What follows belongs to an exercise in optimizing a design on an open flow for small area, a short achievable clock period and few clock cycles; a production flow would make more cautious choices. Only simulation tests tie the RTL to the original design; equivalence was not proved. Power figures rest on the tool's default switching activity, not on a simulated workload.

### flow/run.sh
#!/bin/bash
set -euo pipefail
export BUFFER_PORTS_ARGS="-buffer_cell sky130_fd_sc_hd__buf_1"
bash standard.sh finish > flow_make.log 2>&1
### constraint.sdc
create_clock -name core_clock -period 7.0 [get_ports {mac_clk}]
set_input_delay 1.4000 -clock core_clock [delete_from_list [all_inputs] [get_ports {mac_clk}]]
set_output_delay 1.4000 -clock core_clock [all_outputs]
set_load 0.01 [all_outputs]
### config.mk
export PLATFORM = sky130hd
export DESIGN_NAME = sparse_mac_top
export DESIGN_NICKNAME = sparse_mac_top
export VERILOG_FILES = /design/flow/design.v
export SDC_FILE = /design/flow/constraint.sdc
export NUM_CORES = 4
export LEC_CHECK = 0
export CAP_MARGIN = 20
export CORE_MARGIN = 2
export CORE_UTILIZATION = 40
export CTS_BUF_LIST = sky130_fd_sc_hd__clkbuf_4 sky130_fd_sc_hd__clkbuf_8
export SETUP_SLACK_MARGIN = 3.6
export SLEW_MARGIN = 20
export SYNTH_HIERARCHICAL = 1
### design.v
module csa_fa (
    input  a,
    input  b,
    input  c,
    output s,
    output co
);
assign s  = a ^ b ^ c;
assign co = (a & b) | (a & c) | (b & c);
endmodule
module csa_ha (
    input  a,
    input  b,
    output s,
    output co
);
assign s  = a ^ b;
assign co = a & b;
endmodule
module csa_fx (
    input  a,
    input  b,
    input  c,
    output s,
    output co
);
logic x;
assign x  = a ^ b;
assign s  = x ^ c;
assign co = x ? c : a;
endmodule
module sparse_mac_top
#(
    parameter int NUM_DECODERS = 2,
    parameter int VALUE_W = 16,
    parameter int INDEX_W = 16,
    parameter int DECODER_FIFO_DEPTH = 16,
    parameter int ACCUM_W = 32
)
(
    input mac_clk,
    input mac_rst,
    input [NUM_DECODERS-1:0] sram_valid_i,
    output [NUM_DECODERS-1:0] sram_ready_o,
    input [NUM_DECODERS*(1+VALUE_W+INDEX_W)-1:0] sram_data_i,
    output mac_valid_o,
    output [ACCUM_W-1:0] mac_data_o
);
localparam int DATA_W = 1 + VALUE_W + INDEX_W;
logic [INDEX_W-1:0] skip0, skip1;
logic [VALUE_W-1:0] val0, val1;
logic in_done0, in_done1;
assign {in_done0, val0, skip0} = sram_data_i[0 +: DATA_W];
assign {in_done1, val1, skip1} = sram_data_i[DATA_W +: DATA_W];
logic hv0, hv1;               
logic hd0, hd1;               
logic [VALUE_W-1:0] hval0;
logic [VALUE_W-1:0] hval1;
logic [7:0] g_one, g_two, g_neg;    
logic g_top;
logic [INDEX_W:0] diff;       
logic zq;                     
logic mat;                    
logic [31:0] acc_s, acc_c;    
logic [31:0] res;             
logic mq;                     
logic fin, both, d_neg, pop0, pop1, take0, take1;
assign fin   = (hv0 & hd0) | (hv1 & hd1);
assign both  = hv0 & hv1 & ~fin;
assign d_neg = diff[INDEX_W];
assign pop0  = both & ~d_neg;
assign pop1  = both & (d_neg | zq);
assign sram_ready_o[0] = ~fin & (~hv0 | pop0);
assign sram_ready_o[1] = ~fin & (~hv1 | pop1);
assign take0 = sram_valid_i[0] & sram_ready_o[0];
assign take1 = sram_valid_i[1] & sram_ready_o[1];
logic [INDEX_W:0] s1x, s0x, c10, c01, c11, diff_n;
logic [INDEX_W+1:0] c10_w, c11_w;
assign s1x   = {1'b0, skip1};
assign s0x   = {1'b0, skip0};
assign c10_w = {diff, 1'b1} + {s1x, 1'b1};           
assign c10   = c10_w[INDEX_W+1:1];
assign c01   = diff + ~s0x;                           
assign c11_w = {s1x, 1'b1} + {~s0x, 1'b1};           
assign c11   = c11_w[INDEX_W+1:1];
logic t00, t01, t10, t11;
assign t00 = ~take1 & ~take0;
assign t01 = ~take1 &  take0;
assign t10 =  take1 & ~take0;
assign t11 =  take1 &  take0;
assign diff_n = ({(INDEX_W+1){t00}} & diff) | ({(INDEX_W+1){t01}} & c01)
              | ({(INDEX_W+1){t10}} & c10) | ({(INDEX_W+1){t11}} & c11);
logic [INDEX_W:0] diff_m1;
logic z10, z01, z11, zn;
assign diff_m1 = diff - 1'b1;
assign z10 = (s1x == ~diff);
assign z01 = (s0x == diff_m1);
assign z11 = (skip1 == skip0);
assign zn  = (t00 & zq) | (t01 & z01) | (t10 & z10) | (t11 & z11);
logic hv0n, hv1n, hd0n, hd1n, finn, matn;
assign hv0n = take0 | (hv0 & ~pop0);
assign hv1n = take1 | (hv1 & ~pop1);
assign hd0n = take0 ? in_done0 : hd0;
assign hd1n = take1 ? in_done1 : hd1;
assign finn = (hv0n & hd0n) | (hv1n & hd1n);
assign matn = hv0n & hv1n & ~finn & zn;
logic [VALUE_W-1:0] n_val1;
logic [7:0] n_one, n_two, n_neg;
logic n_top;
assign n_val1 = take1 ? val1 : hval1;
always_comb begin
    for (int j = 0; j < 8; j++) begin
        logic hi, mid, lo;
        hi  = n_val1[2*j+1];
        mid = n_val1[2*j];
        lo  = (j == 0) ? 1'b0 : n_val1[2*j-1];
        n_one[j] = mid ^ lo;
        n_two[j] = (hi & ~mid & ~lo) | (~hi & mid & lo);
        n_neg[j] = hi;
    end
end
assign n_top = n_val1[15];
logic [16:0] bpp [8];
logic [15:0] bpp8;
always_comb begin
    for (int j = 0; j < 8; j++)
        for (int i = 0; i < 17; i++)
            bpp[j][i] = ((g_one[j] & ((i < 16) ? hval0[i] : 1'b0))
                       | (g_two[j] & ((i > 0) ? hval0[i-1] : 1'b0))) ^ g_neg[j];
    for (int i = 0; i < 16; i++)
        bpp8[i] = g_top & hval0[i];
end
logic [31:0] tree_s, tree_c;
logic mt_0, mt_1, mt_2, mt_3, mt_4, mt_5, mt_6, mt_7, mt_8, mt_9, mt_10, mt_11;
logic mt_12, mt_13, mt_14, mt_15, mt_16, mt_17, mt_18, mt_19, mt_20, mt_21, mt_22, mt_23;
logic mt_24, mt_25, mt_26, mt_27, mt_28, mt_29, mt_30, mt_31, mt_32, mt_33, mt_34, mt_35;
logic mt_36, mt_37, mt_38, mt_39, mt_40, mt_41, mt_42, mt_43, mt_44, mt_45, mt_46, mt_47;
logic mt_48, mt_49, mt_50, mt_51, mt_52, mt_53, mt_54, mt_55, mt_56, mt_57, mt_58, mt_59;
logic mt_60, mt_61, mt_62, mt_63, mt_64, mt_65, mt_66, mt_67, mt_68, mt_69, mt_70, mt_71;
logic mt_72, mt_73, mt_74, mt_75, mt_76, mt_77, mt_78, mt_79, mt_80, mt_81, mt_82, mt_83;
logic mt_84, mt_85, mt_86, mt_87, mt_88, mt_89, mt_90, mt_91, mt_92, mt_93, mt_94, mt_95;
logic mt_96, mt_97, mt_98, mt_99, mt_100, mt_101, mt_102, mt_103, mt_104, mt_105, mt_106, mt_107;
logic mt_108, mt_109, mt_110, mt_111, mt_112, mt_113, mt_114, mt_115, mt_116, mt_117, mt_118, mt_119;
logic mt_120, mt_121, mt_122, mt_123, mt_124, mt_125, mt_126, mt_127, mt_128, mt_129, mt_130, mt_131;
logic mt_132, mt_133, mt_134, mt_135, mt_136, mt_137, mt_138, mt_139, mt_140, mt_141, mt_142, mt_143;
logic mt_144, mt_145, mt_146, mt_147, mt_148, mt_149, mt_150, mt_151, mt_152, mt_153, mt_154, mt_155;
logic mt_156, mt_157, mt_158, mt_159, mt_160, mt_161, mt_162, mt_163, mt_164, mt_165, mt_166, mt_167;
logic mt_168, mt_169, mt_170, mt_171, mt_172, mt_173, mt_174, mt_175, mt_176, mt_177, mt_178, mt_179;
logic mt_180, mt_181, mt_182, mt_183, mt_184, mt_185, mt_186, mt_187, mt_188, mt_189, mt_190, mt_191;
logic mt_192, mt_193, mt_194, mt_195, mt_196, mt_197, mt_198, mt_199, mt_200, mt_201, mt_202, mt_203;
logic mt_204, mt_205, mt_206, mt_207, mt_208, mt_209, mt_210, mt_211, mt_212, mt_213, mt_214, mt_215;
logic mt_216, mt_217, mt_218, mt_219, mt_220, mt_221, mt_222, mt_223, mt_224, mt_225, mt_226, mt_227;
logic mt_228, mt_229, mt_230, mt_231, mt_232, mt_233, mt_234, mt_235, mt_236, mt_237, mt_238, mt_239;
logic mt_240, mt_241, mt_242, mt_243, mt_244, mt_245, mt_246, mt_247, mt_248, mt_249, mt_250, mt_251;
logic mt_252, mt_253, mt_254, mt_255, mt_256, mt_257, mt_258, mt_259, mt_260, mt_261, mt_262, mt_263;
logic mt_264, mt_265, mt_266, mt_267, mt_268, mt_269, mt_270, mt_271, mt_272, mt_273, mt_274, mt_275;
logic mt_276, mt_277, mt_278, mt_279, mt_280, mt_281, mt_282, mt_283, mt_284, mt_285, mt_286, mt_287;
logic mt_288, mt_289, mt_290, mt_291, mt_292, mt_293, mt_294, mt_295, mt_296, mt_297, mt_298, mt_299;
logic mt_300, mt_301, mt_302, mt_303, mt_304, mt_305, mt_306, mt_307, mt_308, mt_309, mt_310, mt_311;
logic mt_312, mt_313, mt_314, mt_315, mt_316, mt_317, mt_318, mt_319, mt_320, mt_321, mt_322, mt_323;
logic mt_324, mt_325, mt_326, mt_327, mt_328, mt_329, mt_330, mt_331, mt_332, mt_333, mt_334, mt_335;
logic mt_336, mt_337, mt_338, mt_339, mt_340, mt_341, mt_342, mt_343, mt_344, mt_345, mt_346, mt_347;
logic mt_348, mt_349, mt_350, mt_351, mt_352, mt_353, mt_354, mt_355, mt_356, mt_357, mt_358, mt_359;
logic mt_360, mt_361, mt_362, mt_363, mt_364, mt_365, mt_366, mt_367, mt_368, mt_369, mt_370, mt_371;
logic mt_372, mt_373, mt_374, mt_375, mt_376, mt_377, mt_378, mt_379, mt_380, mt_381, mt_382, mt_383;
logic mt_384, mt_385, mt_386, mt_387, mt_388, mt_389, mt_390, mt_391;
csa_ha u_mt_0 (.a(acc_s[12]), .b(acc_c[12]), .s(mt_0), .co(mt_1));
csa_ha u_mt_2 (.a(acc_s[13]), .b(acc_c[13]), .s(mt_2), .co(mt_3));
csa_fa u_mt_4 (.a(acc_s[14]), .b(acc_c[14]), .c(g_neg[7]), .s(mt_4), .co(mt_5));
csa_ha u_mt_6 (.a(bpp[0][14]), .b(bpp[1][12]), .s(mt_6), .co(mt_7));
csa_fx u_mt_8 (.a(acc_s[15]), .b(acc_c[15]), .c(bpp[0][15]), .s(mt_8), .co(mt_9));
csa_ha u_mt_10 (.a(bpp[1][13]), .b(bpp[2][11]), .s(mt_10), .co(mt_11));
csa_fa u_mt_12 (.a(acc_s[16]), .b(acc_c[16]), .c(bpp8[0]), .s(mt_12), .co(mt_13));
csa_fx u_mt_14 (.a(bpp[0][16]), .b(bpp[1][14]), .c(bpp[2][12]), .s(mt_14), .co(mt_15));
csa_fa u_mt_16 (.a(acc_s[17]), .b(acc_c[17]), .c(g_neg[0]), .s(mt_16), .co(mt_17));
csa_fa u_mt_18 (.a(bpp8[1]), .b(bpp[1][15]), .c(bpp[2][13]), .s(mt_18), .co(mt_19));
csa_fa u_mt_20 (.a(acc_s[18]), .b(acc_c[18]), .c(g_neg[0]), .s(mt_20), .co(mt_21));
csa_fa u_mt_22 (.a(bpp8[2]), .b(bpp[1][16]), .c(bpp[2][14]), .s(mt_22), .co(mt_23));
csa_fa u_mt_24 (.a(acc_s[19]), .b(acc_c[19]), .c(~g_neg[0]), .s(mt_24), .co(mt_25));
csa_fx u_mt_26 (.a(~g_neg[1]), .b(bpp8[3]), .c(bpp[2][15]), .s(mt_26), .co(mt_27));
csa_fa u_mt_28 (.a(1'b1), .b(acc_s[20]), .c(acc_c[20]), .s(mt_28), .co(mt_29));
csa_ha u_mt_30 (.a(bpp8[4]), .b(bpp[2][16]), .s(mt_30), .co(mt_31));
csa_fa u_mt_32 (.a(acc_s[21]), .b(acc_c[21]), .c(~g_neg[2]), .s(mt_32), .co(mt_33));
csa_ha u_mt_34 (.a(1'b1), .b(acc_s[22]), .s(mt_34), .co(mt_35));
csa_ha u_mt_36 (.a(acc_s[6]), .b(acc_c[6]), .s(mt_36), .co(mt_37));
csa_ha u_mt_38 (.a(acc_s[7]), .b(acc_c[7]), .s(mt_38), .co(mt_39));
csa_fa u_mt_40 (.a(acc_s[8]), .b(acc_c[8]), .c(g_neg[4]), .s(mt_40), .co(mt_41));
csa_ha u_mt_42 (.a(bpp[0][8]), .b(bpp[1][6]), .s(mt_42), .co(mt_43));
csa_fa u_mt_44 (.a(acc_s[9]), .b(acc_c[9]), .c(bpp[0][9]), .s(mt_44), .co(mt_45));
csa_ha u_mt_46 (.a(bpp[1][7]), .b(bpp[2][5]), .s(mt_46), .co(mt_47));
csa_fa u_mt_48 (.a(acc_s[10]), .b(acc_c[10]), .c(g_neg[5]), .s(mt_48), .co(mt_49));
csa_fa u_mt_50 (.a(bpp[0][10]), .b(bpp[1][8]), .c(bpp[2][6]), .s(mt_50), .co(mt_51));
csa_ha u_mt_52 (.a(bpp[3][4]), .b(bpp[4][2]), .s(mt_52), .co(mt_53));
csa_fa u_mt_54 (.a(acc_s[11]), .b(acc_c[11]), .c(bpp[0][11]), .s(mt_54), .co(mt_55));
csa_fa u_mt_56 (.a(bpp[1][9]), .b(bpp[2][7]), .c(bpp[3][5]), .s(mt_56), .co(mt_57));
csa_ha u_mt_58 (.a(bpp[4][3]), .b(bpp[5][1]), .s(mt_58), .co(mt_59));
csa_fa u_mt_60 (.a(g_neg[6]), .b(mt_0), .c(bpp[0][12]), .s(mt_60), .co(mt_61));
csa_fa u_mt_62 (.a(bpp[1][10]), .b(bpp[2][8]), .c(bpp[3][6]), .s(mt_62), .co(mt_63));
csa_fa u_mt_64 (.a(bpp[4][4]), .b(bpp[5][2]), .c(bpp[6][0]), .s(mt_64), .co(mt_65));
csa_fa u_mt_66 (.a(mt_1), .b(mt_2), .c(bpp[0][13]), .s(mt_66), .co(mt_67));
csa_fa u_mt_68 (.a(bpp[1][11]), .b(bpp[2][9]), .c(bpp[3][7]), .s(mt_68), .co(mt_69));
csa_fa u_mt_70 (.a(bpp[4][5]), .b(bpp[5][3]), .c(bpp[6][1]), .s(mt_70), .co(mt_71));
csa_fa u_mt_72 (.a(mt_3), .b(mt_4), .c(bpp[2][10]), .s(mt_72), .co(mt_73));
csa_fa u_mt_74 (.a(bpp[3][8]), .b(bpp[4][6]), .c(bpp[5][4]), .s(mt_74), .co(mt_75));
csa_fx u_mt_76 (.a(bpp[6][2]), .b(bpp[7][0]), .c(mt_6), .s(mt_76), .co(mt_77));
csa_fa u_mt_78 (.a(mt_5), .b(bpp[3][9]), .c(bpp[4][7]), .s(mt_78), .co(mt_79));
csa_fa u_mt_80 (.a(bpp[5][5]), .b(bpp[6][3]), .c(bpp[7][1]), .s(mt_80), .co(mt_81));
csa_fx u_mt_82 (.a(mt_8), .b(mt_7), .c(mt_10), .s(mt_82), .co(mt_83));
csa_fa u_mt_84 (.a(mt_12), .b(bpp[3][10]), .c(bpp[4][8]), .s(mt_84), .co(mt_85));
csa_fa u_mt_86 (.a(bpp[5][6]), .b(bpp[6][4]), .c(bpp[7][2]), .s(mt_86), .co(mt_87));
csa_fx u_mt_88 (.a(mt_11), .b(mt_9), .c(mt_14), .s(mt_88), .co(mt_89));
csa_fa u_mt_90 (.a(mt_16), .b(bpp[3][11]), .c(bpp[4][9]), .s(mt_90), .co(mt_91));
csa_fa u_mt_92 (.a(bpp[5][7]), .b(bpp[6][5]), .c(bpp[7][3]), .s(mt_92), .co(mt_93));
csa_fx u_mt_94 (.a(mt_13), .b(mt_15), .c(mt_18), .s(mt_94), .co(mt_95));
csa_fa u_mt_96 (.a(mt_20), .b(mt_17), .c(bpp[3][12]), .s(mt_96), .co(mt_97));
csa_fa u_mt_98 (.a(bpp[4][10]), .b(bpp[5][8]), .c(bpp[6][6]), .s(mt_98), .co(mt_99));
csa_fx u_mt_100 (.a(bpp[7][4]), .b(mt_19), .c(mt_22), .s(mt_100), .co(mt_101));
csa_fa u_mt_102 (.a(mt_24), .b(mt_21), .c(bpp[3][13]), .s(mt_102), .co(mt_103));
csa_fa u_mt_104 (.a(bpp[4][11]), .b(bpp[5][9]), .c(bpp[6][7]), .s(mt_104), .co(mt_105));
csa_fx u_mt_106 (.a(bpp[7][5]), .b(mt_26), .c(mt_23), .s(mt_106), .co(mt_107));
csa_fa u_mt_108 (.a(mt_28), .b(mt_25), .c(bpp[3][14]), .s(mt_108), .co(mt_109));
csa_fa u_mt_110 (.a(bpp[4][12]), .b(bpp[5][10]), .c(bpp[6][8]), .s(mt_110), .co(mt_111));
csa_fx u_mt_112 (.a(bpp[7][6]), .b(mt_30), .c(mt_27), .s(mt_112), .co(mt_113));
csa_fa u_mt_114 (.a(mt_29), .b(bpp8[5]), .c(mt_32), .s(mt_114), .co(mt_115));
csa_fa u_mt_116 (.a(bpp[3][15]), .b(bpp[4][13]), .c(bpp[5][11]), .s(mt_116), .co(mt_117));
csa_fx u_mt_118 (.a(bpp[6][9]), .b(bpp[7][7]), .c(mt_31), .s(mt_118), .co(mt_119));
csa_fa u_mt_120 (.a(acc_c[22]), .b(mt_34), .c(bpp8[6]), .s(mt_120), .co(mt_121));
csa_fa u_mt_122 (.a(mt_33), .b(bpp[3][16]), .c(bpp[4][14]), .s(mt_122), .co(mt_123));
csa_fa u_mt_124 (.a(bpp[5][12]), .b(bpp[6][10]), .c(bpp[7][8]), .s(mt_124), .co(mt_125));
csa_fa u_mt_126 (.a(acc_s[23]), .b(acc_c[23]), .c(mt_35), .s(mt_126), .co(mt_127));
csa_fa u_mt_128 (.a(~g_neg[3]), .b(bpp8[7]), .c(bpp[4][15]), .s(mt_128), .co(mt_129));
csa_fa u_mt_130 (.a(bpp[5][13]), .b(bpp[6][11]), .c(bpp[7][9]), .s(mt_130), .co(mt_131));
csa_fa u_mt_132 (.a(1'b1), .b(acc_s[24]), .c(acc_c[24]), .s(mt_132), .co(mt_133));
csa_fa u_mt_134 (.a(bpp8[8]), .b(bpp[4][16]), .c(bpp[5][14]), .s(mt_134), .co(mt_135));
csa_ha u_mt_136 (.a(bpp[6][12]), .b(bpp[7][10]), .s(mt_136), .co(mt_137));
csa_fa u_mt_138 (.a(acc_s[25]), .b(acc_c[25]), .c(~g_neg[4]), .s(mt_138), .co(mt_139));
csa_fa u_mt_140 (.a(bpp8[9]), .b(bpp[5][15]), .c(bpp[6][13]), .s(mt_140), .co(mt_141));
csa_fa u_mt_142 (.a(1'b1), .b(acc_s[26]), .c(acc_c[26]), .s(mt_142), .co(mt_143));
csa_ha u_mt_144 (.a(bpp8[10]), .b(bpp[5][16]), .s(mt_144), .co(mt_145));
csa_fa u_mt_146 (.a(acc_s[27]), .b(acc_c[27]), .c(~g_neg[5]), .s(mt_146), .co(mt_147));
csa_ha u_mt_148 (.a(1'b1), .b(acc_s[28]), .s(mt_148), .co(mt_149));
csa_ha u_mt_150 (.a(acc_s[2]), .b(acc_c[2]), .s(mt_150), .co(mt_151));
csa_ha u_mt_152 (.a(acc_s[3]), .b(acc_c[3]), .s(mt_152), .co(mt_153));
csa_fa u_mt_154 (.a(acc_s[4]), .b(acc_c[4]), .c(g_neg[2]), .s(mt_154), .co(mt_155));
csa_ha u_mt_156 (.a(bpp[0][4]), .b(bpp[1][2]), .s(mt_156), .co(mt_157));
csa_fa u_mt_158 (.a(acc_s[5]), .b(acc_c[5]), .c(bpp[0][5]), .s(mt_158), .co(mt_159));
csa_ha u_mt_160 (.a(bpp[1][3]), .b(bpp[2][1]), .s(mt_160), .co(mt_161));
csa_fa u_mt_162 (.a(g_neg[3]), .b(mt_36), .c(bpp[0][6]), .s(mt_162), .co(mt_163));
csa_fa u_mt_164 (.a(bpp[1][4]), .b(bpp[2][2]), .c(bpp[3][0]), .s(mt_164), .co(mt_165));
csa_fa u_mt_166 (.a(mt_37), .b(mt_38), .c(bpp[0][7]), .s(mt_166), .co(mt_167));
csa_fa u_mt_168 (.a(bpp[1][5]), .b(bpp[2][3]), .c(bpp[3][1]), .s(mt_168), .co(mt_169));
csa_fa u_mt_170 (.a(mt_39), .b(mt_40), .c(bpp[2][4]), .s(mt_170), .co(mt_171));
csa_fa u_mt_172 (.a(bpp[3][2]), .b(bpp[4][0]), .c(mt_42), .s(mt_172), .co(mt_173));
csa_fa u_mt_174 (.a(mt_41), .b(bpp[3][3]), .c(bpp[4][1]), .s(mt_174), .co(mt_175));
csa_fa u_mt_176 (.a(mt_44), .b(mt_43), .c(mt_46), .s(mt_176), .co(mt_177));
csa_fa u_mt_178 (.a(mt_48), .b(bpp[5][0]), .c(mt_47), .s(mt_178), .co(mt_179));
csa_fa u_mt_180 (.a(mt_52), .b(mt_45), .c(mt_50), .s(mt_180), .co(mt_181));
csa_fa u_mt_182 (.a(mt_49), .b(mt_54), .c(mt_53), .s(mt_182), .co(mt_183));
csa_fa u_mt_184 (.a(mt_58), .b(mt_51), .c(mt_56), .s(mt_184), .co(mt_185));
csa_fa u_mt_186 (.a(mt_60), .b(mt_59), .c(mt_55), .s(mt_186), .co(mt_187));
csa_fa u_mt_188 (.a(mt_57), .b(mt_62), .c(mt_64), .s(mt_188), .co(mt_189));
csa_fa u_mt_190 (.a(mt_66), .b(mt_61), .c(mt_63), .s(mt_190), .co(mt_191));
csa_fa u_mt_192 (.a(mt_65), .b(mt_68), .c(mt_70), .s(mt_192), .co(mt_193));
csa_fa u_mt_194 (.a(mt_72), .b(mt_67), .c(mt_69), .s(mt_194), .co(mt_195));
csa_fa u_mt_196 (.a(mt_71), .b(mt_74), .c(mt_76), .s(mt_196), .co(mt_197));
csa_fa u_mt_198 (.a(mt_73), .b(mt_75), .c(mt_78), .s(mt_198), .co(mt_199));
csa_fa u_mt_200 (.a(mt_80), .b(mt_82), .c(mt_77), .s(mt_200), .co(mt_201));
csa_fx u_mt_202 (.a(mt_79), .b(mt_81), .c(mt_84), .s(mt_202), .co(mt_203));
csa_fx u_mt_204 (.a(mt_86), .b(mt_83), .c(mt_88), .s(mt_204), .co(mt_205));
csa_fx u_mt_206 (.a(mt_85), .b(mt_87), .c(mt_90), .s(mt_206), .co(mt_207));
csa_fx u_mt_208 (.a(mt_92), .b(mt_94), .c(mt_89), .s(mt_208), .co(mt_209));
csa_fa u_mt_210 (.a(mt_96), .b(mt_91), .c(mt_93), .s(mt_210), .co(mt_211));
csa_fa u_mt_212 (.a(mt_98), .b(mt_100), .c(mt_95), .s(mt_212), .co(mt_213));
csa_fa u_mt_214 (.a(mt_102), .b(mt_97), .c(mt_99), .s(mt_214), .co(mt_215));
csa_fx u_mt_216 (.a(mt_104), .b(mt_106), .c(mt_101), .s(mt_216), .co(mt_217));
csa_fa u_mt_218 (.a(mt_108), .b(mt_103), .c(mt_105), .s(mt_218), .co(mt_219));
csa_fx u_mt_220 (.a(mt_110), .b(mt_112), .c(mt_107), .s(mt_220), .co(mt_221));
csa_fa u_mt_222 (.a(mt_114), .b(mt_109), .c(mt_111), .s(mt_222), .co(mt_223));
csa_fx u_mt_224 (.a(mt_116), .b(mt_118), .c(mt_113), .s(mt_224), .co(mt_225));
csa_fa u_mt_226 (.a(mt_120), .b(mt_115), .c(mt_117), .s(mt_226), .co(mt_227));
csa_fa u_mt_228 (.a(mt_122), .b(mt_124), .c(mt_119), .s(mt_228), .co(mt_229));
csa_fa u_mt_230 (.a(mt_126), .b(mt_121), .c(mt_128), .s(mt_230), .co(mt_231));
csa_fa u_mt_232 (.a(mt_123), .b(mt_125), .c(mt_130), .s(mt_232), .co(mt_233));
csa_fa u_mt_234 (.a(mt_132), .b(mt_127), .c(mt_136), .s(mt_234), .co(mt_235));
csa_fa u_mt_236 (.a(mt_129), .b(mt_131), .c(mt_134), .s(mt_236), .co(mt_237));
csa_fa u_mt_238 (.a(mt_133), .b(mt_138), .c(bpp[7][11]), .s(mt_238), .co(mt_239));
csa_fa u_mt_240 (.a(mt_137), .b(mt_135), .c(mt_140), .s(mt_240), .co(mt_241));
csa_fa u_mt_242 (.a(mt_142), .b(mt_139), .c(bpp[6][14]), .s(mt_242), .co(mt_243));
csa_fa u_mt_244 (.a(bpp[7][12]), .b(mt_144), .c(mt_141), .s(mt_244), .co(mt_245));
csa_fa u_mt_246 (.a(mt_143), .b(bpp8[11]), .c(mt_146), .s(mt_246), .co(mt_247));
csa_fa u_mt_248 (.a(bpp[6][15]), .b(bpp[7][13]), .c(mt_145), .s(mt_248), .co(mt_249));
csa_fa u_mt_250 (.a(acc_c[28]), .b(mt_148), .c(bpp8[12]), .s(mt_250), .co(mt_251));
csa_fa u_mt_252 (.a(mt_147), .b(bpp[6][16]), .c(bpp[7][14]), .s(mt_252), .co(mt_253));
csa_fa u_mt_254 (.a(acc_s[29]), .b(acc_c[29]), .c(mt_149), .s(mt_254), .co(mt_255));
csa_fa u_mt_256 (.a(~g_neg[6]), .b(bpp8[13]), .c(bpp[7][15]), .s(mt_256), .co(mt_257));
csa_fa u_mt_258 (.a(1'b1), .b(acc_s[30]), .c(acc_c[30]), .s(mt_258), .co(mt_259));
csa_ha u_mt_260 (.a(bpp8[14]), .b(bpp[7][16]), .s(mt_260), .co(mt_261));
csa_fa u_mt_262 (.a(acc_s[31]), .b(acc_c[31]), .c(~g_neg[7]), .s(mt_262), .co(mt_263));
csa_ha u_mt_264 (.a(acc_s[0]), .b(acc_c[0]), .s(mt_264), .co(mt_265));
csa_ha u_mt_266 (.a(acc_s[1]), .b(acc_c[1]), .s(mt_266), .co(mt_267));
csa_fa u_mt_268 (.a(g_neg[1]), .b(mt_150), .c(bpp[0][2]), .s(mt_268), .co(mt_269));
csa_fa u_mt_270 (.a(mt_151), .b(mt_152), .c(bpp[0][3]), .s(mt_270), .co(mt_271));
csa_fa u_mt_272 (.a(mt_153), .b(mt_154), .c(bpp[2][0]), .s(mt_272), .co(mt_273));
csa_fa u_mt_274 (.a(mt_155), .b(mt_158), .c(mt_157), .s(mt_274), .co(mt_275));
csa_fa u_mt_276 (.a(mt_162), .b(mt_161), .c(mt_159), .s(mt_276), .co(mt_277));
csa_fa u_mt_278 (.a(mt_166), .b(mt_163), .c(mt_165), .s(mt_278), .co(mt_279));
csa_fa u_mt_280 (.a(mt_170), .b(mt_167), .c(mt_169), .s(mt_280), .co(mt_281));
csa_fa u_mt_282 (.a(mt_171), .b(mt_174), .c(mt_176), .s(mt_282), .co(mt_283));
csa_fa u_mt_284 (.a(mt_175), .b(mt_178), .c(mt_177), .s(mt_284), .co(mt_285));
csa_fx u_mt_286 (.a(mt_179), .b(mt_182), .c(mt_184), .s(mt_286), .co(mt_287));
csa_fx u_mt_288 (.a(mt_183), .b(mt_186), .c(mt_185), .s(mt_288), .co(mt_289));
csa_fa u_mt_290 (.a(mt_187), .b(mt_190), .c(mt_189), .s(mt_290), .co(mt_291));
csa_fx u_mt_292 (.a(mt_191), .b(mt_194), .c(mt_193), .s(mt_292), .co(mt_293));
csa_fa u_mt_294 (.a(mt_195), .b(mt_198), .c(mt_197), .s(mt_294), .co(mt_295));
csa_fx u_mt_296 (.a(mt_202), .b(mt_199), .c(mt_201), .s(mt_296), .co(mt_297));
csa_fx u_mt_298 (.a(mt_206), .b(mt_203), .c(mt_205), .s(mt_298), .co(mt_299));
csa_fx u_mt_300 (.a(mt_210), .b(mt_207), .c(mt_209), .s(mt_300), .co(mt_301));
csa_fx u_mt_302 (.a(mt_211), .b(mt_214), .c(mt_216), .s(mt_302), .co(mt_303));
csa_fx u_mt_304 (.a(mt_215), .b(mt_218), .c(mt_220), .s(mt_304), .co(mt_305));
csa_fx u_mt_306 (.a(mt_219), .b(mt_222), .c(mt_224), .s(mt_306), .co(mt_307));
csa_fx u_mt_308 (.a(mt_226), .b(mt_223), .c(mt_228), .s(mt_308), .co(mt_309));
csa_fx u_mt_310 (.a(mt_230), .b(mt_227), .c(mt_232), .s(mt_310), .co(mt_311));
csa_fx u_mt_312 (.a(mt_234), .b(mt_231), .c(mt_236), .s(mt_312), .co(mt_313));
csa_fx u_mt_314 (.a(mt_238), .b(mt_235), .c(mt_240), .s(mt_314), .co(mt_315));
csa_fa u_mt_316 (.a(mt_242), .b(mt_239), .c(mt_244), .s(mt_316), .co(mt_317));
csa_fa u_mt_318 (.a(mt_246), .b(mt_243), .c(mt_248), .s(mt_318), .co(mt_319));
csa_fa u_mt_320 (.a(mt_250), .b(mt_247), .c(mt_252), .s(mt_320), .co(mt_321));
csa_fa u_mt_322 (.a(mt_254), .b(mt_251), .c(mt_256), .s(mt_322), .co(mt_323));
csa_fa u_mt_324 (.a(mt_258), .b(mt_255), .c(mt_260), .s(mt_324), .co(mt_325));
csa_fa u_mt_326 (.a(mt_259), .b(bpp8[15]), .c(mt_262), .s(mt_326), .co(mt_327));
csa_ha u_mt_328 (.a(g_neg[0]), .b(mt_264), .s(mt_328), .co(mt_329));
csa_fa u_mt_330 (.a(mt_265), .b(mt_266), .c(bpp[0][1]), .s(mt_330), .co(mt_331));
csa_fa u_mt_332 (.a(mt_267), .b(bpp[1][0]), .c(mt_268), .s(mt_332), .co(mt_333));
csa_fa u_mt_334 (.a(bpp[1][1]), .b(mt_270), .c(mt_269), .s(mt_334), .co(mt_335));
csa_fa u_mt_336 (.a(mt_272), .b(mt_156), .c(mt_271), .s(mt_336), .co(mt_337));
csa_fa u_mt_338 (.a(mt_160), .b(mt_273), .c(mt_274), .s(mt_338), .co(mt_339));
csa_fa u_mt_340 (.a(mt_164), .b(mt_275), .c(mt_276), .s(mt_340), .co(mt_341));
csa_fa u_mt_342 (.a(mt_168), .b(mt_277), .c(mt_278), .s(mt_342), .co(mt_343));
csa_fa u_mt_344 (.a(mt_172), .b(mt_279), .c(mt_280), .s(mt_344), .co(mt_345));
csa_fx u_mt_346 (.a(mt_173), .b(mt_281), .c(mt_282), .s(mt_346), .co(mt_347));
csa_fx u_mt_348 (.a(mt_180), .b(mt_284), .c(mt_283), .s(mt_348), .co(mt_349));
csa_fx u_mt_350 (.a(mt_181), .b(mt_286), .c(mt_285), .s(mt_350), .co(mt_351));
csa_fx u_mt_352 (.a(mt_188), .b(mt_288), .c(mt_287), .s(mt_352), .co(mt_353));
csa_fx u_mt_354 (.a(mt_192), .b(mt_289), .c(mt_290), .s(mt_354), .co(mt_355));
csa_fx u_mt_356 (.a(mt_196), .b(mt_291), .c(mt_292), .s(mt_356), .co(mt_357));
csa_fx u_mt_358 (.a(mt_200), .b(mt_293), .c(mt_294), .s(mt_358), .co(mt_359));
csa_fx u_mt_360 (.a(mt_204), .b(mt_296), .c(mt_295), .s(mt_360), .co(mt_361));
csa_fx u_mt_362 (.a(mt_208), .b(mt_298), .c(mt_297), .s(mt_362), .co(mt_363));
csa_fx u_mt_364 (.a(mt_212), .b(mt_300), .c(mt_299), .s(mt_364), .co(mt_365));
csa_fx u_mt_366 (.a(mt_213), .b(mt_302), .c(mt_301), .s(mt_366), .co(mt_367));
csa_fx u_mt_368 (.a(mt_217), .b(mt_304), .c(mt_303), .s(mt_368), .co(mt_369));
csa_fx u_mt_370 (.a(mt_221), .b(mt_306), .c(mt_305), .s(mt_370), .co(mt_371));
csa_fx u_mt_372 (.a(mt_225), .b(mt_308), .c(mt_307), .s(mt_372), .co(mt_373));
csa_fx u_mt_374 (.a(mt_229), .b(mt_310), .c(mt_309), .s(mt_374), .co(mt_375));
csa_fa u_mt_376 (.a(mt_233), .b(mt_312), .c(mt_311), .s(mt_376), .co(mt_377));
csa_fa u_mt_378 (.a(mt_237), .b(mt_314), .c(mt_313), .s(mt_378), .co(mt_379));
csa_fx u_mt_380 (.a(mt_241), .b(mt_316), .c(mt_315), .s(mt_380), .co(mt_381));
csa_fx u_mt_382 (.a(mt_245), .b(mt_318), .c(mt_317), .s(mt_382), .co(mt_383));
csa_fa u_mt_384 (.a(mt_249), .b(mt_320), .c(mt_319), .s(mt_384), .co(mt_385));
csa_fa u_mt_386 (.a(mt_253), .b(mt_322), .c(mt_321), .s(mt_386), .co(mt_387));
csa_fa u_mt_388 (.a(mt_257), .b(mt_324), .c(mt_323), .s(mt_388), .co(mt_389));
csa_fa u_mt_390 (.a(mt_326), .b(mt_261), .c(mt_325), .s(mt_390), .co(mt_391));
assign tree_s[0] = bpp[0][0];
assign tree_c[0] = mt_328;
assign tree_s[1] = mt_330;
assign tree_c[1] = mt_329;
assign tree_s[2] = mt_332;
assign tree_c[2] = mt_331;
assign tree_s[3] = mt_334;
assign tree_c[3] = mt_333;
assign tree_s[4] = mt_336;
assign tree_c[4] = mt_335;
assign tree_s[5] = mt_338;
assign tree_c[5] = mt_337;
assign tree_s[6] = mt_340;
assign tree_c[6] = mt_339;
assign tree_s[7] = mt_342;
assign tree_c[7] = mt_341;
assign tree_s[8] = mt_344;
assign tree_c[8] = mt_343;
assign tree_s[9] = mt_346;
assign tree_c[9] = mt_345;
assign tree_s[10] = mt_348;
assign tree_c[10] = mt_347;
assign tree_s[11] = mt_350;
assign tree_c[11] = mt_349;
assign tree_s[12] = mt_352;
assign tree_c[12] = mt_351;
assign tree_s[13] = mt_354;
assign tree_c[13] = mt_353;
assign tree_s[14] = mt_356;
assign tree_c[14] = mt_355;
assign tree_s[15] = mt_358;
assign tree_c[15] = mt_357;
assign tree_s[16] = mt_360;
assign tree_c[16] = mt_359;
assign tree_s[17] = mt_362;
assign tree_c[17] = mt_361;
assign tree_s[18] = mt_364;
assign tree_c[18] = mt_363;
assign tree_s[19] = mt_366;
assign tree_c[19] = mt_365;
assign tree_s[20] = mt_368;
assign tree_c[20] = mt_367;
assign tree_s[21] = mt_370;
assign tree_c[21] = mt_369;
assign tree_s[22] = mt_372;
assign tree_c[22] = mt_371;
assign tree_s[23] = mt_374;
assign tree_c[23] = mt_373;
assign tree_s[24] = mt_376;
assign tree_c[24] = mt_375;
assign tree_s[25] = mt_378;
assign tree_c[25] = mt_377;
assign tree_s[26] = mt_380;
assign tree_c[26] = mt_379;
assign tree_s[27] = mt_382;
assign tree_c[27] = mt_381;
assign tree_s[28] = mt_384;
assign tree_c[28] = mt_383;
assign tree_s[29] = mt_386;
assign tree_c[29] = mt_385;
assign tree_s[30] = mt_388;
assign tree_c[30] = mt_387;
assign tree_s[31] = mt_390;
assign tree_c[31] = mt_389;
always_ff @(posedge mac_clk or negedge mac_rst) begin
    if (~mac_rst) begin
        hv0   <= 1'b0;
        hv1   <= 1'b0;
        diff  <= '0;
        zq    <= 1'b1;
        mat   <= 1'b0;
        acc_s <= '0;
        acc_c <= '0;
        mq    <= 1'b0;
        g_one <= '0;
        g_two <= '0;
        g_neg <= '0;
        g_top <= 1'b0;
    end else begin
        hv0   <= hv0n;
        hv1   <= hv1n;
        diff  <= diff_n;
        zq    <= zn;
        mat   <= matn;
        acc_s <= tree_s;
        acc_c <= tree_c;
        mq    <= mat;
        g_one <= n_one & {8{matn}};
        g_two <= n_two & {8{matn}};
        g_neg <= n_neg & {8{matn}};
        g_top <= n_top & matn;
    end
end
function automatic [31:0] bk_add(input [31:0] a, input [31:0] b);
    logic [31:0] g, p, gg, pp;
    g = a & b;
    p = a ^ b;
    gg = g;
    pp = p;
    for (int l = 0; l < 5; l++)
        for (int i = 0; i < 32; i++)
            if (((i + 1) % (2 << l)) == 0) begin
                gg[i] = gg[i] | (pp[i] & gg[i - (1 << l)]);
                pp[i] = pp[i] & pp[i - (1 << l)];
            end
    for (int l = 3; l >= 0; l--)
        for (int i = 0; i < 32; i++)
            if (((i + 1) % (2 << l)) == (1 << l) && i >= (2 << l)) begin
                gg[i] = gg[i] | (pp[i] & gg[i - (1 << l)]);
                pp[i] = pp[i] & pp[i - (1 << l)];
            end
    bk_add = p ^ {gg[30:0], 1'b0};
endfunction
always_ff @(posedge mac_clk) begin
    res <= bk_add(acc_s, acc_c);
    if (take0) begin
        hval0 <= val0;
        hd0   <= in_done0;
    end
    if (take1) begin
        hval1 <= val1;
        hd1   <= in_done1;
    end
end
assign mac_valid_o = fin & ~mq;
assign mac_data_o  = res;
endmodule
### standard.sh
#!/bin/bash
# synth_recipe.tcl (not shown) runs the flow's synth.tcl, then flattens the netlist and writes it again
# the make line also repeats each setting of config.mk as NAME=value (left out here)
make -C /OpenROAD-flow-scripts/flow DESIGN_CONFIG=/design/flow/config.mk WORK_HOME=/design/flow/orfs CLKGATE_MAP_FILE= SYNTH_SCRIPT=/design/flow/synth_recipe.tcl "${@:-finish}"
==> results of run 1 <==
-- where the power goes --
group          leakage (nW)  internal, mW  switching [mW]
clock network         0.217         0.373           0.394
logic                  5.66          1.20            1.44
registers              1.99          1.27           0.290
-- metal layers --
layer,track usage,vias to the layer above,share of wire
met4,0.0763,0,0.027
li1,-,5566,-
met5,0,-,0
met3,0.0327,62,0.060
met2,0.326,402,0.46
met1,0.288,5977,0.45
-- timing repair --
| action | CTS | global route |
|---|---|---|
| setup endpoints to repair | 49 | 56 |
| gates cloned | 1 | 0 |
| buffers inserted | 24 | 16 |
| resized for setup | 9 | 34 |
| pin swaps | 2 | 7 |
-- flip-flops by register name, summed over array words and instances, names as in the netlist, 8 cells and up --
signal,count
g_one,8
hval1,16
g_neg,8
acc_s,32
acc_c,32
g_two,8
diff,17
res,32
hval0,16
-- per-module statistics from Yosys (local to each module, per instance) --
module          cells inside  cell area (um^2)  flops+latches
csa_ha                     1              12.5              0
csa_fx                     2              33.8              0
csa_fa                     1              20.0              0
sparse_mac_top          1295             12000            176
-- cell usage in the layout (no fill, tap or decap), types with 27 or more instances in the layout --
master	netlist	final
xnor2_1	176	176
fa_1	144	141
a22oi_1	121	121
buf_1	10	103
ha_1	101	100
dfrtp_1	109	97
nand2_1	80	78
inv_1	73	73
a21oi_1	56	55
nor2_1	51	51
dfxtp_1	50	50
xor3_1	48	48
maj3_1	48	48
buf_4	0	39
o21ai_0	39	37
nand3_1	32	32
nor3_1	29	27
-- area by class of cell --
class                      count  area [um^2]
clock inverter                12          158
inverter                      74          283
timing repair buffer         154          881
multi-input combinational   1196        11700
sequential                   176         4250
clock buffer                  20          263
fill                        3858        22500
tap                          532          666
-- logic make-up after synthesis --
family / share of synthesized area
mux: 0.00976
simple gates: 0.0865
compound gates: 0.146
other cells: 0.000228
flops: 0.258
buf+inv: 0.0410
xor+xnor: 0.176
fa+ha+maj: 0.282
-- worst paths after layout --
path / end / depth (start not counted) / slack, ns
max in group asynchronous: g_one[0] / 2 / 4.68
max reg2reg: acc_s[19] / 7 / 3.73
min: mq / 0 / 0.36
min in group asynchronous: acc_c[2] / 1 / 0.91
max: diff[16] / 11 / 3.69
min reg2reg: mq / 0 / 0.36
-- stage by stage --
stage | power, mW | hold slack, ns | util | cell area, um^2 | cells
floorplan | 3.43 | 0.331 | - | 16400 | 1544
global placement | 4.02 | 0.341 | 0.422 | 17200 | 2091
detailed placement | 4.06 | 0.343 | 0.422 | 17200 | 2091
CTS | 4.94 | 0.363 | 0.440 | 17900 | 2148
global route | 5.36 | 0.369 | 0.447 | 18200 | 2164
finish | 4.97 | 0.360 | 0.447 | 18200 | 2164
==> impl_metrics.ini, run 1 <==
[logic_synthesis]
ys_top_cells_by_count = 176 x xnor2_1, 144 x fa_1, 121 x a22oi_1
synthCells = 1539
synth-seq-area-share = 0.258
synth_area_mm2 = 0.0164
synth_edf_count = 16
ys_ff_latch = 176
ys_top_cells_by_area = fa_1 18%, dfrtp_1 17%, xnor2_1 9.4%
ys_async_sr_fraction = 0.625
yosysMostFrequentCell = xnor2_1
ys.flop_type = dfrtp_1
netlist.area_leader.share = 0.176
yosysTopAreaCell = fa_1
synth_warnings = 9
syn_area_per_cell_um2 = 10.7
yosysUniqueCellTypes = 72

[critical_path]
setup.worst_path.start = sram_data_i[34]
crit_fanout = 4
cp_data_required_time_ns = 7.39
path_cells = buf_1, inv_1, fa_1, nor2b_1, o31a_1, o31a_1, o21ai_0, o21ai_0, o21ai_0, a21oi_1, o2bb2ai_1
crit_buf_inv = 2
start_kind = input pin
end_kind = flop
worst_ep_arrival_time_ns = 3.70
cp_slowest_cell = fa_1
worstSetupPathType = in -> reg
path_delay_family = compound AO/OA/AOI/OAI gates
crit_path_max_incr_delay_ns = 0.47
r2r-start = g_neg[0]
crit_top_cell = o21ai_0

[sta]
finalSetupViolCount = 0
skew_ns = 0.0183
tightest_slew_ns = 0.925
timing.setup.tns_ns = 0
finalHoldViolCount = 0
post-route-min-period_ns = 3.31
rsz0062_at_grt = true
finalMaxSlewViolations = 0
setup_slack_ns = 3.69
relSlewSlack = 0.383
finalCritPeriodShare = 0.473
max_freq_mhz = 302

[route]
finalWirelength_mm = 42.4
drc = 0
vias = 12000
vias_per_cell = 5.55
drtIter0Drc = 823
ant_nets = 0
wl_per_cell_um = 19.6
drt_first_pass_iters = 5

[flow_run]
max-cap-violations = 0

[global_route]
grt_pass1_vias = 12100
grt_usage = 0.207
antenna_found_initial = 0
grt_pass1_wl_mm = 67.3
grt_max_degree = 69
overflow = 0

[hold_path]
min-delay-start = mat
hp-class = reg -> reg

[die]
rows = 74
die_x_um = 207
ios = 105
die_h_um = 207
core_mm2 = 0.0406
start_util = 0.404
die-area_mm2 = 0.0427

[clock_network]
cts-buffers-inserted = 17
htreeDepth = 4
holdBufCountCts = 0
clk_latency_ns = 0.51
cts_tree = yes
clock-sinks = 176
cts.clk_slew.worst_paths_ns = 0.09
cts_buffer_depth = 2
clock-root-buffer = clkbuf_8

[power_and_ir_drop]
leakage_nw = 7.87
p_per_area_mw_per_mm2 = 274
vdd_drop_max_mv = 0.234

[place]
gp_congestion = 0.906
dpl.hpwl_mm = 31.5
port_buffers = 104
place_ws_ns = 2.73

[final_layout]
nets = 1934
n_antenna_cell = 0
area_delta_synth_final_pct = 10.6
drive_gt1_frac = 0.0846

[status]
status = no timing/DRC/antenna violations
Testbench counts, summed over its fixed seeds: cycles 7,526.
==> run 2: changes to the inputs <==
--- a/design.v
+++ b/design.v
@@ -438,6 +438,7 @@
         g_two <= '0;
         g_neg <= '0;
         g_top <= 1'b0;
+        hval0 <= '0;
     end else begin
         hv0   <= hv0n;
         hv1   <= hv1n;
@@ -451,6 +452,7 @@
         g_two <= n_two & {8{matn}};
         g_neg <= n_neg & {8{matn}};
         g_top <= n_top & matn;
+        if (take0) hval0 <= val0;
     end
 end
 function automatic [31:0] bk_add(input [31:0] a, input [31:0] b);
@@ -475,10 +477,7 @@
 endfunction
 always_ff @(posedge mac_clk) begin
     res <= bk_add(acc_s, acc_c);
-    if (take0) begin
-        hval0 <= val0;
-        hd0   <= in_done0;
-    end
+    if (take0) hd0 <= in_done0;
     if (take1) begin
         hval1 <= val1;
         hd1   <= in_done1;
==> flow/run.sh (replaced) <==
#!/bin/bash
set -euo pipefail
export BUFFER_PORTS_ARGS="-buffer_cell sky130_fd_sc_hd__buf_2"
bash standard.sh finish > flow_make.log 2>&1
==> run 2 against run 1 <==
  * Register-to-register slack worse by 0.04 ns
  * Area after synthesis up 0.88%
  * Combinational power about the same
  * First-iteration DRC count down 7.9%
  * Clock skew down 0.0036 ns
  * Flip-flop and latch count unchanged
  * Critical path depth down 5
  * Sequential share of layout area down 0.28 points
  * Sequential power up 17%
  * Design area down 0.36%
  * Via count up 0.47%
  * Worst hold slack worse by 0.0036 ns
  * Highest routed layer is now met5
==> impl_metrics.ini, run 2 <==
[power_and_ir_drop]
p_clk_frac = 0.149
internal_power_mw = 2.84
vdd_drop_max_mv = 0.312
comb_power_share = 0.502
leakage_nw = 8.21
sw_frac_of_total = 0.456
p_sw_mw = 2.38
p_seq_frac = 0.350
p_per_area_mw_per_mm2 = 289

[clock_network]
clk_latency_ns = 0.52
clock-sinks = 176
htreeDepth = 4
cts_tree = yes
holdBufCountCts = 0
cts_buffer_depth = 2
cts.clk_slew.worst_paths_ns = 0.10
cts-buffers-inserted = 17
clock-root-buffer = clkbuf_8

[final_layout]
nets = 1937
fill_cells = 3889
drive_gt1_frac = 0.143
area_delta_synth_final_pct = 9.27
mostFrequentLayoutCell = xnor2_1
final_cell_mix = 176 x xnor2_1, 142 x fa_1, 131 x nand2_1, 121 x a22oi_1, 103 x buf_2
reg_top3 = acc_c (32), acc_s (32), res (32)
fin_cells = 2168

[sta]
finalCritPeriodShare = 0.472
finalMaxSlewViolations = 0
finalHoldViolCount = 0
rsz0062_at_grt = true
timing.setup.tns_ns = 0
post-route-min-period_ns = 3.31
skew_ns = 0.0147
finalSetupViolCount = 0
max_freq_mhz = 302
tightest_slew_ns = 0.879
relSlewSlack = 0.397

[critical_path]
crit_fanout = 18
end_kind = flop
worstSetupPathType = reg -> reg
r2r_cells = 6
start_kind = flop
cp_data_required_time_ns = 7.40
worst_ep_arrival_time_ns = 3.70

[hold_path]
hold_depth = 0
hp-class = reg -> reg

[logic_synthesis]
ys.flop_type = dfrtp_1
synth-seq-area-share = 0.251
synth_warnings = 9
syn_area_per_cell_um2 = 10.5
netlist.area_leader.share = 0.189
ys_ff_latch = 176
synth_edf_count = 0
ys_async_sr_fraction = 0.716
yosysMostFrequentCell = xnor2_1
synthCells = 1579
ys_top_cells_by_count = 176 x xnor2_1, 144 x fa_1, 131 x nand2_1
synth_area_mm2 = 0.0166
yosysTopAreaCell = dfrtp_1
ys_top_cells_by_area = dfrtp_1 19%, fa_1 17%, xnor2_1 9.3%
yosysUniqueCellTypes = 72

[route]
vias_per_cell = 5.56
drtIter0Drc = 758
finalWirelength_mm = 43.9
ant_nets = 0
drt_first_pass_iters = 6
wl_per_cell_um = 20.2
drc = 0
vias = 12100

[status]
status = no timing/DRC/antenna violations

[global_route]
overflow = 0
grt_max_degree = 69
grt_usage = 0.208
grt_pass1_vias = 12600
grt_pass1_wl_mm = 70.4
antenna_found_initial = 4

[die]
die_x_um = 207
die_h_um = 207
ios = 105
start_util = 0.405
die-area_mm2 = 0.0430
core_mm2 = 0.0408
rows = 74

[place]
port_buffers = 104
place_inst = 2130
dpl.hpwl_mm = 31.9
gp_congestion = 0.921

[flow_run]
max-cap-violations = 0
[run 2: cell count changes after synthesis, sizes merged, moves of 5 or more]
| cell | delta |
|---|---|
| nor3 | -9 |
| a211oi | -5 |
| nand2 | +51 |
| clkbuf | -7 |
| dfrtp | +16 |
| a31oi | +5 |
| buf | +10 |
| edfxtp | -16 |
| nand3 | -10 |
| mux2i | +6 |
[run 2: kinds of logic after synthesis]
kind of cell / share of synthesized area
xor gates and xnor gates: 0.173
AOI/OAI and AO/OA: 0.144
muxes: 0.0147
other: 0.000227
and+or+nand+nor: 0.0958
adders and majority gates: 0.279
buffers and inverters: 0.0419
DFF: 0.251
[run 2: what timing repair did]
item                                    CTS  global route
setup buffers                             1             2
endpoints found under the setup margin   35            49
pin swaps                                 4             5
gates resized for setup                  15            31
gates cloned                              1             1
[run 2: final timing paths]
path / start / endpoint / slack [ns]
max: hval0[5] / acc_c[16] / 3.69
min: mat / mq / 0.36
max reg2reg: hval0[5] / acc_c[16] / 3.69
min reg2reg: mat / mq / 0.36
max in group asynchronous: mac_rst / hval0[14] / 4.77
min in group asynchronous: mac_rst / acc_c[10] / 0.84
[run 2: area by class of cell]
type	count	area [um^2]	share of cell area
multi-input cells	1232	11900	0.657
flip-flops and latches	176	4190	0.231
well taps	532	666	0.0368
repair buffers	119	647	0.0358
inverters	76	285	0.0158
clock buffers	20	263	0.0145
clock inverters	12	161	0.00892
diodes	1	2.50	0.000138
[run 2: power groups by stage]
stage / Combinational, mW / Sequential [mW] / Clock, mW
6_report: 2.62 / 1.83 / 0.777
5_1_grt: 2.94 / 1.87 / 0.838
4_1_cts: 2.61 / 1.80 / 0.808
3_5_place_dp: 2.57 / 1.81 / 0
3_3_place_gp: 2.53 / 1.82 / 0
2_1_floorplan: 2.16 / 1.47 / 0
[run 2: worst max-delay path, cell delays in order (launching register included)]
cell and delay [ns]:
dfrtp_1 0.89, a22oi_1 0.23, xnor2_1 0.20, fa_1 0.48, fa_1 0.52, fa_1 0.50
maj3_1 0.36
[run 2: per-module statistics from Yosys (local to each module, per instance)]
module | copies in the design | area (um^2) | flip-flops and latches | cells
sparse_mac_top | 1 | 12100 | 176 | 1335
csa_fx | 48 | 33.8 | 0 | 2
csa_fa | 125 | 20.0 | 0 | 1
csa_ha | 23 | 12.5 | 0 | 1
[run 2: metal layers]
layer	up-vias	wire length [um]	part of all wire	track usage
met5	-	34	0.00077	0
met4	6	796	0.018	0.0621
met3	49	2740	0.062	0.0368
met2	366	20200	0.46	0.326
met1	6056	20100	0.46	0.293
li1	5586	-	-	-
[run 2: metrics by stage]
step                      hold slack (ns)  setup slack, ns  power [mW]  utilization  instance area, um^2
final                               0.357             3.69        5.23        0.443                18100
after global routing                0.376             3.56        5.65        0.443                18100
after CTS                           0.360             3.61        5.22        0.441                18000
after detailed placement            0.347             2.99        4.39        0.428                17500
after global placement              0.339             3.08        4.34        0.428                17500
after floorplan                     0.331             3.59        3.63            -                16600
Testbench counts of run 2, summed over its fixed seeds: cycles 7,526.
==> run 3: changes to the inputs <==
--- a/config.mk
+++ b/config.mk
@@ -9,6 +9,6 @@
 export CORE_MARGIN = 2
 export CORE_UTILIZATION = 40
 export CTS_BUF_LIST = sky130_fd_sc_hd__clkbuf_4 sky130_fd_sc_hd__clkbuf_8
-export SETUP_SLACK_MARGIN = 3.6
+export SETUP_SLACK_MARGIN = 3.5
 export SLEW_MARGIN = 20
 export SYNTH_HIERARCHICAL = 1
==> run 3 against run 2 <==
  * Worst hold slack improved by 0.0042 ns
  * Die area unchanged
  * Final cell count is essentially flat
  * Sequential share of layout area is essentially flat
  * Combinational power about the same
  * Clock-buffer cell count shrank 1
  * Highest routed layer unchanged
==> impl_metrics.ini, run 3 <==
[clock_network]
cts-buffers-inserted = 17
htreeDepth = 4
cts_tree = yes
cts_buffer_depth = 2
clock-sinks = 176
holdBufCountCts = 0
cts.clk_slew.worst_paths_ns = 0.10
clock-root-buffer = clkbuf_8
clk_latency_ns = 0.52

[logic_synthesis]
synth_compound_area_frac = 0.144
ys.flop_type = dfrtp_1
synth_mux_area_frac = 0.0147
ys_async_sr_fraction = 0.716
synth_top_family_by_area = adder cells
ys_top_cells_by_count = 176 x xnor2_1, 144 x fa_1, 131 x nand2_1
synth_edf_count = 0
synth-seq-area-share = 0.251
synthCells = 1579
synthAdderAreaFrac = 0.279
netlist.area_leader.share = 0.189
ys_top_cells_by_area = dfrtp_1 19%, fa_1 17%, xnor2_1 9.3%
yosysTopAreaCell = dfrtp_1
yosysUniqueCellTypes = 72
synth_area_mm2 = 0.0166
synth_warnings = 9
yosysMostFrequentCell = xnor2_1
syn_area_per_cell_um2 = 10.5
synthXorXnorAreaFrac = 0.173
synthSimpleGateAreaFrac = 0.0958
ys_ff_latch = 176

[sta]
finalSetupViolCount = 0
finalCritPeriodShare = 0.489
finalHoldViolCount = 0
rsz0062_at_grt = true
skew_ns = 0.0202
max_freq_mhz = 292
finalMaxSlewViolations = 0
post-route-min-period_ns = 3.42
timing.setup.tns_ns = 0
relSlewSlack = 0.432
timing.hold.ws_ns = 0.361
tightest_slew_ns = 0.851

[place]
gp_congestion = 0.953
port_buffers = 104
dpl.hpwl_mm = 32.3

[global_route]
grt_pass1_wl_mm = 70.1
grt_max_degree = 74
antenna_found_initial = 2
grt_pass1_vias = 12600
grt_usage = 0.208
overflow = 0

[critical_path]
worst_ep_arrival_time_ns = 3.81
end_kind = flop
start_kind = flop
crit_fanout = 18
cp_data_required_time_ns = 7.39
worstSetupPathType = reg -> reg
r2r_slack_ns = 3.58

[route]
ant_nets = 0
drc = 0
vias = 12100
drt_first_pass_iters = 7
wl_per_cell_um = 20.2
drtIter0Drc = 724
finalWirelength_mm = 43.7
vias_per_cell = 5.57

[die]
start_util = 0.405
core_mm2 = 0.0408
ios = 105
die_x_um = 207
die-area_mm2 = 0.0430
rows = 74
die_h_um = 207

[final_layout]
final_cell_mix = 176 x xnor2_1, 143 x fa_1, 131 x nand2_1, 121 x a22oi_1, 113 x dfrtp_1
area_delta_synth_final_pct = 8.65
drive_gt1_frac = 0.130
fill_cells = 3823
nets = 1935
mostFrequentLayoutCell = xnor2_1
reg_top3 = acc_c (32), acc_s (32), res (32)

[status]
status = no timing/DRC/antenna violations

[flow_run]
max-cap-violations = 0

[power_and_ir_drop]
leakage_nw = 8.22
vdd_drop_max_mv = 0.284
p_per_area_mw_per_mm2 = 287

[hold_path]
hp-class = reg -> reg
## run 3: cell counts after synthesis
Identical to the previous run, type by type.
## run 3: area by class of cell
cell class | count | area [um^2] | area share
Inverter | 76 | 285 | 0.0159
Sequential cell | 176 | 4170 | 0.232
Multi-Input combinational cell | 1231 | 11800 | 0.657
Clock inverter | 13 | 150 | 0.00835
Antenna cell | 1 | 2.50 | 0.000139
Timing Repair Buffer | 118 | 643 | 0.0358
Clock buffer | 19 | 255 | 0.0142
Tap cell | 532 | 666 | 0.0370
## run 3: where the power goes
group          leakage [nW]  total (mW)  internal (mW)  switching, mW
logic                  5.97        2.60           1.19           1.41
registers              2.05        1.81           1.28          0.537
clock network         0.202       0.759          0.337          0.422
## run 3: kinds of logic (layout without fill, tap and decap cells)
family / after synthesis / count (layout)
compound gates: 343 / 343
xor+xnor: 245 / 245
fa+ha+maj: 293 / 293
buf+inv: 178 / 226
flops: 176 / 176
mux: 24 / 24
other cells: 1 / 7
simple gates: 319 / 320
## run 3: through the flow
| stage | total power [mW] | cells | util | cell area (um^2) | setup slack, ns |
|---|---|---|---|---|---|
| after global routing | 5.61 | 2165 | 0.440 | 18000 | 3.45 |
| after detailed placement | 4.40 | 2130 | 0.428 | 17500 | 3.03 |
| after global placement | 4.33 | 2129 | 0.428 | 17500 | 3.07 |
| final | 5.17 | 2166 | 0.441 | 18000 | 3.58 |
| after floorplan | 3.63 | 1584 | - | 16600 | 3.53 |
| after CTS | 5.19 | 2162 | 0.439 | 17900 | 3.50 |
## run 3: path summary, 6_finish.rpt
kind	to	depth (start not counted)	startpoint
min in group asynchronous	acc_s[10]	1	mac_rst
worst max-delay path	acc_c[20]	7	hval0[12]
worst max register to register	acc_c[20]	7	hval0[12]
max in group asynchronous	g_one[2]	2	mac_rst
worst min-delay path	mq	0	mat
worst min register to register	mq	0	mat
## run 3: worst max-delay path, cell delays in order, from the launching register on
cell     delay, ns
dfrtp_1       0.86
a22oi_1       0.23
xnor2_1       0.28
xor3_1        0.31
maj3_1        0.42
maj3_1        0.43
maj3_1        0.41
maj3_1        0.36
## run 3: metal layers
layer / up-vias / share of wire / track usage
li1: 5583 / - / -
met1: 6031 / 0.45 / 0.285
met2: 382 / 0.46 / 0.327
met3: 70 / 0.060 / 0.0384
met4: 4 / 0.026 / 0.0796
met5: - / 0.00062 / 0
## run 3: Yosys stat by module, one instance, submodules excluded
module | flops+latches | cells | copies in the design
sparse_mac_top | 176 | 1335 | 1
csa_fx | 0 | 2 | 48
csa_fa | 0 | 1 | 125
csa_ha | 0 | 1 | 23
## run 3: what timing repair did
action,CTS,global route
setup endpoints to repair,6,37
resized for setup,5,20
setup buffers,0,2
cloned,0,1
pin swaps,2,6
==> run 4: changes to the inputs <==
--- a/config.mk
+++ b/config.mk
@@ -9,6 +9,6 @@
 export CORE_MARGIN = 2
 export CORE_UTILIZATION = 40
 export CTS_BUF_LIST = sky130_fd_sc_hd__clkbuf_4 sky130_fd_sc_hd__clkbuf_8
-export SETUP_SLACK_MARGIN = 3.5
+export SETUP_SLACK_MARGIN = 3.9
 export SLEW_MARGIN = 20
 export SYNTH_HIERARCHICAL = 1
==> run 4 against run 3 <==
  * Highest routed layer is now met4
  * Global-route usage is 1.0 points higher
  * Synthesized cell count stayed put
  * Design area is 11% higher
  * Still clean
  * Sequential power is 5% lower
  * Largest cell class unchanged
  * Worst hold slack better by 0.0012 ns
  * Maximum frequency is 7.8% higher
  * Core utilization is 4.7 points higher
  * Area after synthesis stayed put
  * Sequential share of layout area is 1.7 points lower
  * Final cell count is 5.3% higher
==> impl_metrics.ini, run 4 <==
[logic_synthesis]
ys.flop_type = dfrtp_1
netlist.area_leader.share = 0.189
yosysMostFrequentCell = xnor2_1
synth-seq-area-share = 0.251
yosysUniqueCellTypes = 72
syn_area_per_cell_um2 = 10.5
synthCells = 1579
yosysTopAreaCell = dfrtp_1
ys_async_sr_fraction = 0.716
ys_top_cells_by_count = 176 x xnor2_1, 144 x fa_1, 131 x nand2_1
synth_edf_count = 0
synth_warnings = 9
synth_area_mm2 = 0.0166
ys_ff_latch = 176
ys_top_cells_by_area = dfrtp_1 19%, fa_1 17%, xnor2_1 9.3%

[global_route]
grt_max_degree = 68
grt_usage = 0.218
antenna_found_initial = 0
grt_pass1_vias = 13000
grt_pass1_wl_mm = 73.2
overflow = 0

[final_layout]
multiInputGateArea_mm2 = 0.0126
fin_cells = 2280
fin_area_mm2 = 0.0199
fill_cells = 3696
area_delta_synth_final_pct = 20.2
final_util = 0.487
mostFrequentLayoutCell = xnor2_1
final_cell_mix = 161 x xnor2_1, 131 x nand2_1, 123 x fa_1, 104 x buf_4, 102 x buf_2
nets = 2049
drive_gt1_frac = 0.288
reg_top3 = acc_c (32), acc_s (32), res (32)
final-seq-area_mm2 = 0.00427

[sta]
max_freq_mhz = 315
timing.setup.tns_ns = 0
tightest_slew_ns = 0.914
skew_ns = 0.0140
rsz0062_at_grt = true
post-route-min-period_ns = 3.17
setup_slack_ns = 3.83
relSlewSlack = 0.391
finalHoldViolCount = 0
finalSetupViolCount = 0
finalMaxSlewViolations = 0
finalCritPeriodShare = 0.453

[clock_network]
clock-root-buffer = clkbuf_8
htreeDepth = 4
clock-sinks = 176
clk_latency_ns = 0.52
cts-buffers-inserted = 17
cts_buffer_depth = 2
cts_tree = yes
cts.clk_slew.worst_paths_ns = 0.09

[power_and_ir_drop]
p_per_area_mw_per_mm2 = 293
leakage_nw = 8.96
vdd_drop_max_mv = 0.315

[die]
die_h_um = 207
die-area_mm2 = 0.0430
die_x_um = 207
rows = 74
ios = 105
core_mm2 = 0.0408
start_util = 0.405

[place]
place_inst = 2130
port_buffers = 104
place_ws_ns = 3.15
gp_congestion = 0.949
dpl.hpwl_mm = 32.7
placed_cell_area_mm2 = 0.0177

[critical_path]
cp_data_required_time_ns = 7.39
end_kind = flop
worstSetupPathType = in -> reg
crit_fanout = 3
start_kind = input pin
worst_ep_arrival_time_ns = 3.56

[route]
vias_per_cell = 5.59
wl_per_cell_um = 20.9
drt_first_pass_iters = 5
vias = 12700
drtIter0Drc = 866
ant_nets = 0
finalWirelength_mm = 47.7
drc = 0

[hold_path]
hp-class = reg -> reg

[flow_run]
max-cap-violations = 0

[status]
status = no timing/DRC/antenna violations
[run 4: where the power goes]
part / switching, mW / internal, mW
clock: 0.393 / 0.413
combinational: 1.77 / 1.52
sequential: 0.417 / 1.31
[run 4: worst max-delay path: stages]
cell	delay (ns)
buf_2	0.12
inv_1	0.06
ha_2	0.18
inv_1	0.05
fa_2	0.34
nand2b_4	0.18
a21oi_4	0.18
o21ai_2	0.11
o221ai_2	0.21
a31oi_2	0.14
o21bai_1	0.20
mux2i_1	0.28
o211ai_1	0.12
[run 4: final cells by class]
cell class                 count  area share
sequential                   176       0.214
multi-input combinational   1233       0.631
timing repair buffer         230      0.0826
inverter                      76      0.0159
clock buffer                  22      0.0140
antenna                        1    0.000126
tap                          532      0.0335
clock inverter                10     0.00811
[run 4: what timing repair did]
item / in CTS / in global routing
pin swaps: 40 / 97
setup endpoints to repair: 78 / 69
resized for setup: 101 / 131
hold buffers: 0 / 0
setup buffers: 37 / 76
cloned: 3 / 1
[run 4: Yosys stat by module, one instance, submodules excluded]
module,flip-flops and latches,copies in the design,cells
csa_fa,0,125,1
csa_fx,0,48,2
sparse_mac_top,176,1,1335
csa_ha,0,23,1
[run 4: stage by stage]
step,power [mW],hold slack [ns]
after CTS,5.49,0.365
after floorplan,3.70,0.331
final,5.82,0.362
after global routing,6.25,0.376
after detailed placement,4.48,0.338
after global placement,4.42,0.340
[run 4: logic make-up after synthesis]
logic type	synth area share
AO/OA/AOI/OAI	0.144
XOR/XNOR	0.173
adder cells (fa/ha/maj)	0.279
buffers and inverters	0.0419
flip-flops	0.251
multiplexers	0.0147
other	0.000227
AND/OR/NAND/NOR	0.0958
[run 4: final timing paths]
check	startpoint	slack, ns	cells past startpoint	end
worst min register to register	mat	0.36	0	mq
worst max register to register	hval0[14]	3.86	8	acc_s[18]
max in group asynchronous	mac_rst	4.71	2	g_one[3]
worst max-delay path	sram_data_i[0]	3.83	13	diff[16]
worst min-delay path	mat	0.36	0	mq
min in group asynchronous	mac_rst	0.85	1	acc_c[29]
[run 4: metal layers]
layer / routed length (um) / vias up / share of wire / global-route usage
met3: 2880 / 69 / 0.060 / 0.0405
met2: 22200 / 438 / 0.47 / 0.341
met4: 1150 / 0 / 0.024 / 0.0744
met5: 0 / - / 0 / 0
li1: - / 5816 / - / -
met1: 21500 / 6414 / 0.45 / 0.303

-- separate check: timing with driven ports --
No port has a modelled driver above. Below, the same layouts with a new extraction and two added sets of constraints. Step 1, drivers: a clkbuf_16 drives mac_clk and a buf_2 each remaining input, both assumed. Step 2 times the ports against the registers' clock, not the clock port: input delays grow and output delays shrink by t, the midpoint of the rising clock arrivals with the driver on. Three values: no drivers, after step 1, after step 2; two values: the first two.
run | shift t [ns] | setup slack, ns | cell pins on the clock port's net
run 1 | 0.547 | 3.690 / 3.713 / 3.166 | 1
run 2 | 0.560 | 3.693 / 3.681 / 3.174 | 1
run 3 | 0.560 | 3.579 / 3.579 / 3.078 | 1
run 4 | 0.566 | 3.826 / 3.843 / 3.277 | 1
After both steps every run listed still meets setup and hold. The setup slack of run 4, which loses most, moves by +0.017 ns with the drivers and by -0.549 ns with both steps.
